Source: an optimization exercise on an open RTL-to-GDS flow (aim: small area, a short achievable clock period and few clock cycles per item). Production flows keep margins and buffers that such runs may drop.
Function was checked by simulation only, so behaviour that the tests miss may differ from the original.

==> flow/design.v (excerpt) <==
module systolic_array_top #(
    parameter DATAWIDTH = 16,
    parameter N_SIZE = 3
) (
    input  logic clk,
    input  logic rst_n,
    input  logic valid_in,
    input  logic [N_SIZE*DATAWIDTH-1:0] matrix_a_in,    
    input  logic [N_SIZE*DATAWIDTH-1:0] matrix_b_in,    
    output logic valid_out,
    output logic [N_SIZE*DATAWIDTH*2-1:0] matrix_c_out
);
Size in the first run: roughly 4200 cells after synthesis, ~560 flip-flops, about 200 I/O pins, roughly 0.041 sq mm of cells after synthesis.
export LEC_CHECK = 0
export CAP_MARGIN = 20
export CORE_MARGIN = 2
export CORE_UTILIZATION = 40
export SLEW_MARGIN = 20
create_clock -name core_clock -period 10.0 [get_ports {clk}]
standard.sh (not shown) runs the stock make flow with config.mk's settings and CLKGATE_MAP_FILE= SYNTH_SCRIPT=/design/flow/synth_recipe.tcl, a recipe that flattens the netlist after the stock synthesis.
==> flow/flow/run.sh <==
#!/bin/bash
# The standard layout, with timing repair aiming at a 3.2 ns period (setup
# margin 6.8 ns on the 10 ns clock) instead of the 10 ns period itself, and
# the port buffers made with buf_2 cells.
set -euo pipefail
bash standard.sh finish SETUP_SLACK_MARGIN=6.8 "BUFFER_PORTS_ARGS=-buffer_cell sky130_fd_sc_hd__buf_2" > flow.log 2>&1
The baseline passed the timing, DRC and antenna checks.
Testbench counts at the start, summed over its fixed seeds: cycles 3,840, items 320.
Change:
==> flow/flow/run.sh (replaced) <==
#!/bin/bash
# The standard layout, with timing repair aiming at a 3.2 ns period (setup
# margin 6.8 ns on the 10 ns clock) instead of the 10 ns period itself, the
# port buffers made with buf_2 cells, and larger clock-sink clusters.
set -euo pipefail
bash standard.sh finish SETUP_SLACK_MARGIN=6.8 "BUFFER_PORTS_ARGS=-buffer_cell sky130_fd_sc_hd__buf_2" CTS_CLUSTER_SIZE=24 CTS_CLUSTER_DIAMETER=80 > flow.log 2>&1
Via count falls by 0.58%.
Clock skew rises by 10 ps.
Design area falls by 1.4%.
Utilization falls by 0.65 points.
Worst setup slack gains 14 ps.
Change:
==> flow/flow/run.sh (replaced) <==
#!/bin/bash
# The standard layout, with timing repair aiming at a 3.2 ns period (setup
# margin 6.8 ns on the 10 ns clock) instead of the 10 ns period itself, the
# port buffers made with buf_2 cells, and repair_design aiming at the
# library's own slew and capacitance limits (no extra margin).
set -euo pipefail
bash standard.sh finish SETUP_SLACK_MARGIN=6.8 "BUFFER_PORTS_ARGS=-buffer_cell sky130_fd_sc_hd__buf_2" CAP_MARGIN=0 SLEW_MARGIN=0 > flow.log 2>&1
After rerunning: Area after synthesis stays the same; clock skew fell by 10 ps; utilization rose by 0.65 points; cell area grows by 1.4%; routed wire length climbs by 0.42%; die area is unchanged; via count grows by 0.58%; worst setup slack loses 14 ps; first-iteration DRC count drops by 5.7%.


== the reference run ==
systolic_array_top again, from the RTL that the note above started with.
==> flow/config.mk <==
export PLATFORM = sky130hd
export DESIGN_NAME = systolic_array_top
export DESIGN_NICKNAME = systolic_array_top
export VERILOG_FILES = /design/flow/design.v
export SDC_FILE = /design/flow/constraint.sdc
export NUM_CORES = 4
export LEC_CHECK = 0
export CAP_MARGIN = 20
export CORE_MARGIN = 2
export CORE_UTILIZATION = 40
export SLEW_MARGIN = 20
==> flow/constraint.sdc <==
create_clock -name core_clock -period 10.0 [get_ports {clk}]
set_input_delay 2.0000 -clock core_clock [delete_from_list [all_inputs] [get_ports {clk}]]
set_output_delay 2.0000 -clock core_clock [all_outputs]
set_load 0.01 [all_outputs]
==> flow/flow/run.sh <==
#!/bin/bash
# The standard layout, with timing repair aiming at a 3.2 ns period (setup
# margin 6.8 ns on the 10 ns clock) instead of the 10 ns period itself, the
# port buffers made with buf_2 cells, and larger clock-sink clusters.
set -euo pipefail
bash standard.sh finish SETUP_SLACK_MARGIN=6.8 "BUFFER_PORTS_ARGS=-buffer_cell sky130_fd_sc_hd__buf_2" CTS_CLUSTER_SIZE=20 CTS_CLUSTER_DIAMETER=60 > flow.log 2>&1
The final layout from the reference run, which completed every stage, passed the timing, DRC and antenna checks at the end of the flow.
Testbench counts of the reference run, summed over its fixed seeds: cycles 3,840, items 320.
The inputs of the trial run differ from those of the reference run as listed below.
==> flow/flow/run.sh <==
#!/bin/bash
# The standard layout, with timing repair aiming at a 3.2 ns period (setup
# margin 6.8 ns on the 10 ns clock) instead of the 10 ns period itself, the
# port buffers made with buf_2 cells, and Yosys's area-oriented ABC script.
set -euo pipefail
bash standard.sh finish SETUP_SLACK_MARGIN=6.8 "BUFFER_PORTS_ARGS=-buffer_cell sky130_fd_sc_hd__buf_2" ABC_AREA=1 > flow.log 2>&1
### Flow results
Summary of the trial run over the reference run: fmax fell about 2.7%. Diff the reference run -> the trial run: initial antenna violation count went up 2; number of vias per cell fell by about 1.2%; final-layout clock-cell area share decreased by 0.24 points relative to the old numbers; total wire length now sits higher. Looking at commonest non-fill, non-tap cell in the layout, the sky130_fd_sc_hd__xnor2_1 result is from the reference run; the sky130_fd_sc_hd__nand2_1 one comes from the trial run. [compare] base=the reference run new=the trial run: via count rose by 20240, final cell count without fillers increased 3889. Higher complex-gate fraction of the synthesized area was reported by the reference run, not the trial run. The run with more setup slack is the reference run; the trial run has less.

==> afterwards: timing with drivers on the ports <==
The results above use ideal ports. As a check the final layouts listed here were re-extracted and re-timed, cells and wires unchanged. Step 1 (the two cells are an assumption about what drives the block):
set clk [get_ports {clk}]
set_driving_cell -lib_cell sky130_fd_sc_hd__clkbuf_16 $clk
set_driving_cell -lib_cell sky130_fd_sc_hd__buf_2 [delete_from_list [all_inputs] $clk]
Step 2 adds t to the input delays and takes it off the output delays; t is the mean of the earliest and latest rising clock arrival at the registers after step 1. Input paths then give back, and output paths get back, about the clock's delay inside the block. Three values: no drivers, after step 1, after step 2; two values: the first two.
| run | shift t [ns] | setup slack, ns | worst register clock-pin slew, ns |
|---|---|---|---|
| the first run of note 1 | 0.725 | 6.832 / 6.755 / 6.842 | 0.07 / 0.07 |
| the second run of note 1 | 0.714 | 6.846 / 6.775 / 6.853 | 0.10 / 0.10 |
| the third run of note 1 | 0.725 | 6.832 / 6.755 / 6.842 | 0.07 / 0.07 |
| the reference run | 0.720 | 6.834 / 6.764 / 6.834 | 0.08 / 0.08 |
| the trial run | 0.746 | 6.747 / 6.747 / 6.617 | 0.07 / 0.07 |
After both steps setup and hold are still met in every run listed. For the trial run, which loses most, drivers alone change the setup slack by 0.000 ns; drivers and shift together by -0.130 ns.
